Context: an optimization exercise on an open-source flow, tuned for small area and a short achievable clock period. The choices shown serve that exercise and are no tape-out recipe. The RTL was checked by simulation tests, not by an equivalence proof against the original design. Power and IR drop assume default switching activity.

AL:
==> flow/design.v <==
module ALU(
  input  wire[3:0]  OPC,
  input  wire[15:0] IN1,
  input  wire[15:0] IN2,
  input  wire       ICF,
  output wire[15:0] OUT,
  output wire       OCF
);
  wire [15:0] lx = IN1 ^ IN2;
  wire [15:0] la = IN1 & IN2;
  reg  [15:0] G, P, Gn, Pn;
  integer i, l;
  always @(*) begin
    G = la;
    P = lx;
    for (l = 0; l < 4; l = l + 1) begin
      Gn = G; Pn = P;
      for (i = 0; i < 16; i = i + 1)
        if (i >= (1 << l)) begin
          Gn[i] = G[i] | (P[i] & G[i - (1 << l)]);
          Pn[i] = P[i] & P[i - (1 << l)];
        end
      G = Gn; P = Pn;
    end
  end
  wire [15:0] cc = G | (P & {16{ICF}});    
  wire [16:0] sum = {cc[15], lx ^ {cc[14:0], ICF}};
  wire [3:0]  sa   = IN2[3:0];
  wire        left = ~OPC[1];
  wire [3:0]  k    = sa ^ {4{left}};
  wire [15:0] r1 = k[0] ? {IN1[0],   IN1[15:1]} : IN1;
  wire [15:0] r2 = k[1] ? {r1[1:0],  r1[15:2]}  : r1;
  wire [15:0] r3 = k[2] ? {r2[3:0],  r2[15:4]}  : r2;
  wire [15:0] r4 = k[3] ? {r3[7:0],  r3[15:8]}  : r3;
  wire        fill = OPC[0] & IN1[15];
  wire [15:0] t;    
  wire [15:0] sh;
  genvar j;
  generate
    for (j = 0; j < 16; j = j + 1) begin : g_sh
      assign t[j]  = (j >= sa);
      assign sh[j] = left ? (t[j] & r4[(j+1)%16])
                          : (t[15-j] ? r4[j] : fill);
    end
  endgenerate
  wire        snz = |sa;
  wire selSum = ~OPC[3] & ~OPC[2] & OPC[0];
  wire cEn    = ~OPC[3] & ~OPC[2] & ~OPC[1] & OPC[0];
  wire selX   = ~OPC[3] &  OPC[2] & ~OPC[0];
  wire selA   = ~OPC[3] &  OPC[2] & (OPC[1] | OPC[0]);
  wire selSh  =  OPC[3];
  assign OUT = ({16{selSum}} & sum[15:0])
             | ({16{selX}}   & lx)
             | ({16{selA}}   & la)
             | ({16{selSh}}  & sh);
  assign OCF = (cEn & sum[16])
             | (selSh & snz & (left ? r4[1] : r4[15]));
endmodule
module DCPU(
  input  wire       CLK,
  input  wire       RST,
  input  wire       EN,
  input  wire       Start,
  output wire[7:0]  InstMemAddr,
  input  wire[15:0] Inst,
  output wire[7:0]  DataMemAddr,
  input  wire[15:0] DataIn,
  output wire       DataMemWE,
  output wire[15:0] DataOut
);
  localparam [4:0] NOP  = 5'b00000, HALT = 5'b00001, LOAD = 5'b00010,
                   STORE= 5'b00011, CMP  = 5'b00100, BE   = 5'b00101,
                   JUMP = 5'b00110, JMPR = 5'b00111, BZ   = 5'b01000,
                   BNZ  = 5'b01001, BN   = 5'b01010, BNN  = 5'b01011,
                   BC   = 5'b01100, BNC  = 5'b01101, BB   = 5'b01110,
                   BS   = 5'b01111, ADD  = 5'b10000, ADDI = 5'b10001,
                   ADDC = 5'b10010, SUB  = 5'b10011, SUBI = 5'b10100,
                   SUBB = 5'b10101, INC  = 5'b10110, LDIL = 5'b10111,
                   LDIH = 5'b11000, XOR  = 5'b11001, AND  = 5'b11010,
                   OR   = 5'b11011, SLL  = 5'b11100, SLA  = 5'b11101,
                   SRL  = 5'b11110, SRA  = 5'b11111;
  localparam [3:0] A_ZERO = 4'b0000, A_ADD = 4'b0001, A_SUB = 4'b0011,
                   A_XOR  = 4'b0100, A_AND = 4'b0101, A_OR  = 4'b0110,
                   A_SLL  = 4'b1000, A_SRL = 4'b1010, A_SRA = 4'b1011;
  reg        state;           
  reg [7:0]  PC;
  reg        PCSt;
  reg [1:0]  BrSt;
  reg [15:0] IDIR;
  reg [4:0]  EXop;            
  reg [2:0]  EXrd;            
  reg [3:0]  EXOP;            
  reg        EXCF;            
  reg [15:0] EXRA, EXRB, EXSD;
  reg [4:0]  MRop;
  reg [2:0]  MRrd;
  reg [15:0] MRRC;
  reg        MRCF;
  reg        MRDW;
  reg [15:0] MRSD;
  reg        WBwe;            
  reg        WBhalt;          
  reg [2:0]  WBrd;
  reg [15:0] WBRC;
  reg [15:0] GR [0:7];
  wire [15:0] ALUOUT;
  wire        ALUOCF;
  ALU ALUM(.OPC(EXOP), .IN1(EXRA), .IN2(EXRB), .ICF(EXCF),
           .OUT(ALUOUT), .OCF(ALUOCF));
  assign InstMemAddr = PC;
  assign DataMemAddr = MRRC[7:0];
  assign DataMemWE   = MRDW;
  assign DataOut     = MRSD;
  wire run = state;
  always @(posedge CLK, posedge RST)
    if (RST) state <= 1'b0;
    else if (!state) state <= EN & Start;
    else             state <= EN & ~WBhalt;
  wire ctrlInst = (Inst[15:14] == 2'b01) | (Inst[15:11] == BE) |
                  (Inst[15:11] == JUMP)  | (Inst[15:11] == JMPR);
  wire mrZ = (MRRC == 16'b0);
  wire mrN = MRRC[15];
  wire take = (MRop == JUMP) | (MRop == JMPR) |
              (((MRop == BZ) | (MRop == BE)) &  mrZ) |
              ((MRop == BNZ) & ~mrZ) |
              (((MRop == BN) | (MRop == BS)) &  mrN) |
              (((MRop == BNN) | (MRop == BB)) & ~mrN) |
              ((MRop == BC)  &  MRCF) |
              ((MRop == BNC) & ~MRCF);
  wire stall = (Inst == 16'h0002) & ~PCSt;
  wire [15:0] nI   = (BrSt == 2'b00) ? Inst : 16'b0;
  wire [4:0]  nop  = nI[15:11];
  wire        nImm8 = (nop == BE) | (nop == JMPR) | (nop[4:3] == 2'b01) |
                      (nop == ADDI) | (nop == SUBI);
  wire [2:0]  nA   = nImm8 ? nI[10:8] : nI[6:4];
  wire [2:0]  nB   = (nop == STORE) ? nI[10:8] : nI[2:0];
  wire        wEX  = IDIR[15];
  wire        wMR  = EXop[4] | (EXop == LOAD);
  wire        wWB  = MRop[4] | (MRop == LOAD);
  wire        nSt   = (nop == STORE);
  wire        nLdi  = (nop == JUMP) | (nop == LDIL) | (nop == LDIH);
  wire        nRegB = ~((nop == LOAD) | nSt | nImm8 | nLdi | (nop == INC));
  reg         fAEX, fAMR, fAWB, fBEX, fBMR, fBWB;
  reg  [7:0]  IDa, IDb;       
  reg         IDregA;         
  reg         IDregB;         
  reg         IDst;           
  always @(posedge CLK, posedge RST)
    if (RST) begin
      fAEX <= 1'b0; fAMR <= 1'b0; fAWB <= 1'b0;
      fBEX <= 1'b0; fBMR <= 1'b0; fBWB <= 1'b0;
      IDa <= 8'b1; IDb <= 8'b1;
      IDregA <= 1'b1; IDregB <= 1'b1; IDst <= 1'b0;
    end else if (run) begin
      IDa    <= 8'b1 << nA;
      IDb    <= 8'b1 << nB;
      IDregA <= ~nLdi;
      IDregB <= nRegB;
      IDst   <= nSt;
      fAEX <= wEX & (nA == IDIR[10:8]);
      fAMR <= wMR & (nA == EXrd);
      fAWB <= wWB & (nA == MRrd);
      fBEX <= wEX & (nB == IDIR[10:8]);
      fBMR <= wMR & (nB == EXrd);
      fBWB <= wWB & (nB == MRrd);
    end
  always @(posedge CLK, posedge RST)
    if (RST) begin
      IDIR <= 16'b0; PC <= 8'b0; PCSt <= 1'b0; BrSt <= 2'b0;
    end else if (run) begin
      IDIR <= (BrSt == 2'b00) ? Inst : 16'b0;
      BrSt <= (BrSt == 2'b00) ? {1'b0, ctrlInst} : BrSt + 2'b01;
      if (take) begin
        PC <= MRRC[7:0]; PCSt <= 1'b0;
      end else if (stall) begin
        PCSt <= 1'b1;
      end else begin
        if (BrSt == 2'b00) PC <= PC + 8'd1;
        PCSt <= 1'b0;
      end
    end
  wire [4:0] iop = IDIR[15:11];
  wire [2:0] r1  = IDIR[10:8];
  wire [2:0] r2  = IDIR[6:4];
  wire [2:0] r3  = IDIR[2:0];
  wire d_ls    = (iop == LOAD) | (iop == STORE);
  wire d_store = (iop == STORE);
  wire d_imm8  = (iop == BE) | (iop == JMPR) | (iop[4:3] == 2'b01) |
                 (iop == ADDI) | (iop == SUBI);
  wire d_ldi   = (iop == JUMP) | (iop == LDIL) | (iop == LDIH);
  wire d_inc   = (iop == INC);
  wire regAu = IDregA;
  wire wbA   = fAWB & WBwe;
  wire wbB   = fBWB & WBwe;
  wire sAEX  = regAu & fAEX;
  wire sAMRa = regAu & ~fAEX & fAMR &  MRop[4];
  wire sAMRl = regAu & ~fAEX & fAMR & ~MRop[4];
  wire sAWB  = regAu & ~fAEX & ~fAMR & wbA;
  wire sAGR  = regAu & ~fAEX & ~fAMR & ~wbA;
  wire regBu = 1'b1;
  wire sBEX  = regBu & fBEX;
  wire sBMRa = regBu & ~fBEX & fBMR &  MRop[4];
  wire sBMRl = regBu & ~fBEX & fBMR & ~MRop[4];
  wire sBWB  = regBu & ~fBEX & ~fBMR & wbB;
  wire sBGR  = regBu & ~fBEX & ~fBMR & ~wbB;
  reg [15:0] grA, grB;
  integer n;
  always @(*) begin
    grA = 16'b0; grB = 16'b0;
    for (n = 0; n < 8; n = n + 1) begin
      grA = grA | ({16{IDa[n]}} & GR[n]);
      grB = grB | ({16{IDb[n]}} & GR[n]);
    end
  end
  wire [15:0] fwdA = ({16{sAEX}}  & ALUOUT) | ({16{sAMRa}} & MRRC) |
                     ({16{sAMRl}} & DataIn) | ({16{sAWB}}  & WBRC) | ({16{sAGR}} & grA);
  wire [15:0] oB   = ({16{sBMRa}} & MRRC) |
                     ({16{sBMRl}} & DataIn) | ({16{sBWB}}  & WBRC) | ({16{sBGR}} & grB);
  wire [15:0] immB = d_ls               ? {12'b0, IDIR[3:0]} :
                     (iop == LDIH)      ? {IDIR[7:0], 8'b0}  :
                     (d_imm8 | d_ldi)   ? {8'b0, IDIR[7:0]}  : 16'b0;
  reg [3:0] dop;
  always @(*)
    case (iop)
      CMP:                    dop = A_ZERO;
      SUB, SUBI, SUBB:        dop = A_SUB;
      XOR:                    dop = A_XOR;
      AND:                    dop = A_AND;
      OR:                     dop = A_OR;
      SLL, SLA:               dop = A_SLL;
      SRL:                    dop = A_SRL;
      SRA:                    dop = A_SRA;
      default:                dop = A_ADD;
    endcase
  wire dsub = (dop == A_SUB);
  wire bEXr = sBEX & IDregB;     
  wire dcf = ((iop == ADDC) &  MRCF) | ((iop == SUBB) & ~MRCF) |
             (iop == SUB) | (iop == SUBI) | (iop == INC);
  always @(posedge CLK, posedge RST)
    if (RST) begin
      EXop <= 5'b0; EXrd <= 3'b0; EXOP <= A_ZERO; EXCF <= 1'b0;
      EXRA <= 16'b0; EXRB <= 16'b0; EXSD <= 16'b0;
    end else if (run) begin
      EXop <= iop;
      EXrd <= r1;
      EXOP <= dop;
      EXCF <= dcf;
      EXRA <= fwdA;
      EXRB <= ({16{bEXr}} & (ALUOUT ^ {16{dsub}})) |
              ({16{~bEXr}} & ((({16{IDregB}} & oB) | immB) ^ {16{dsub}}));
      EXSD <= ({16{sBEX & IDst}} & ALUOUT) | ({16{IDst}} & oB);
    end
  always @(posedge CLK, posedge RST)
    if (RST) begin
      MRop <= 5'b0; MRrd <= 3'b0; MRRC <= 16'b0; MRCF <= 1'b0;
      MRDW <= 1'b0; MRSD <= 16'b0;
    end else if (run) begin
      MRop <= EXop;
      MRrd <= EXrd;
      MRRC <= ALUOUT;
      MRCF <= ALUOCF;
      MRDW <= (EXop == STORE);
      MRSD <= EXSD;
    end
  always @(posedge CLK, posedge RST)
    if (RST) begin
      WBwe <= 1'b0; WBhalt <= 1'b0; WBrd <= 3'b0; WBRC <= 16'b0;
    end else begin
      WBwe   <= run & wWB;
      WBhalt <= run & (MRop == HALT);
      WBrd   <= MRrd;
      WBRC   <= (MRop == LOAD) ? DataIn : MRRC;
    end
  genvar g;
  generate
    for (g = 0; g < 8; g = g + 1) begin : g_gr
      always @(posedge CLK, posedge RST)
        if (RST)                              GR[g] <= 16'b0;
        else if (run & WBwe & (WBrd == g))    GR[g] <= WBRC;
    end
  endgenerate
endmodule
export LEC_CHECK = 0
export ABC_AREA = 1
export CAP_MARGIN = 20
export CORE_MARGIN = 2
export CORE_UTILIZATION = 40
export SETUP_SLACK_MARGIN = 2.7
export SLEW_MARGIN = 20
create_clock -name core_clock -period 5.0 [get_ports {CLK}]
run.sh (not shown) runs the stock make flow with config.mk's settings and CLKGATE_MAP_FILE= SYNTH_SCRIPT=/design/flow/synth_recipe.tcl, a recipe that flattens the netlist after the stock synthesis.
Edits applied to the flow inputs when going from AL to MS:
-- flow/design.v --
<<< AL, line 215
  wire [15:0] fwdA = ({16{sAEX}}  & ALUOUT) | ({16{sAMRa}} & MRRC) |
                     ({16{sAMRl}} & DataIn) | ({16{sAWB}}  & WBRC) | ({16{sAGR}} & grA);
  wire [15:0] oB   = ({16{sBMRa}} & MRRC) |
                     ({16{sBMRl}} & DataIn) | ({16{sBWB}}  & WBRC) | ({16{sBGR}} & grB);
  wire [15:0] immB = d_ls               ? {12'b0, IDIR[3:0]} :
>>> MS, line 215
  wire [15:0] fwdA = ({16{sAEX}}  & ALUOUT) | ({16{sAMRa}} & MRRC) |
                     ({16{sAMRl}} & DataIn) | ({16{sAWB}}  & WBRC) | ({16{sAGR}} & grA);
  wire [15:0] fwdB = ({16{sBEX}}  & ALUOUT) | ({16{sBMRa}} & MRRC) |
                     ({16{sBMRl}} & DataIn) | ({16{sBWB}}  & WBRC) | ({16{sBGR}} & grB);
  wire [15:0] immB = d_ls               ? {12'b0, IDIR[3:0]} :
<<< AL, line 233
      default:                dop = A_ADD;
    endcase
  wire dsub = (dop == A_SUB);
  wire bEXr = sBEX & IDregB;     
  wire dcf = ((iop == ADDC) &  MRCF) | ((iop == SUBB) & ~MRCF) |
             (iop == SUB) | (iop == SUBI) | (iop == INC);
>>> MS, line 233
      default:                dop = A_ADD;
    endcase
  wire dcf = ((iop == ADDC) &  MRCF) | ((iop == SUBB) & ~MRCF) |
             (iop == SUB) | (iop == SUBI) | (iop == INC);
<<< AL, line 247
      EXCF <= dcf;
      EXRA <= fwdA;
      EXRB <= ({16{bEXr}} & (ALUOUT ^ {16{dsub}})) |
              ({16{~bEXr}} & ((({16{IDregB}} & oB) | immB) ^ {16{dsub}}));
      EXSD <= ({16{sBEX & IDst}} & ALUOUT) | ({16{IDst}} & oB);
    end
  always @(posedge CLK, posedge RST)
>>> MS, line 245
      EXCF <= dcf;
      EXRA <= fwdA;
      EXRB <= (({16{IDregB}} & fwdB) | immB) ^ {16{dop == A_SUB}};
      EXSD <= {16{IDst}} & fwdB;
    end
  always @(posedge CLK, posedge RST)
[summary]
In the reports for AL and MS, the larger number of gates given a new drive strength after cts belongs to MS. Looking at top layer reached by signal wires, the met4 result is from MS; the met5 one comes from AL. Taking AL as the reference, in MS maximum vdd ir drop went up, tightest hold margin moved down, logic depth of the worst register-to-register path higher, share of power burned in the clock network rose by 0.3 points. Compared with AL, MS shows count of cell instances traversed by the critical path higher by 14. Summary — areal power density over the cells, MS relative to AL: lower, by 4.6%.

re-timing with driven ports:
How much do the figures lean on ideal ports? The routed layouts below were timed once more, with nothing changed but the port constraints.
Step 1: set_driving_cell puts a clkbuf_16 on CLK and a buf_2 on each other input, an assumption about the parent block.
Step 2 adds t to the input delays and takes it off the output delays; t is the mean of the earliest and latest rising clock arrival at the registers after step 1. Input paths then give back, and output paths get back, about the clock's delay inside the block.
Slacks: ideal / step 1 / step 2; pairs: ideal / step 1.
run | t, ns | slack for setup (ns) | latest minus earliest clock arrival (ns)
AL | 0.585 | 2.502 / 2.502 / 2.121 | 0.027 / 0.027
MS | 0.589 | 2.456 / 2.456 / 2.072 | 0.035 / 0.035
After both steps every run listed still meets setup and hold. For MS, which loses most, drivers alone change the setup slack by 0.000 ns; drivers and shift together by -0.384 ns.
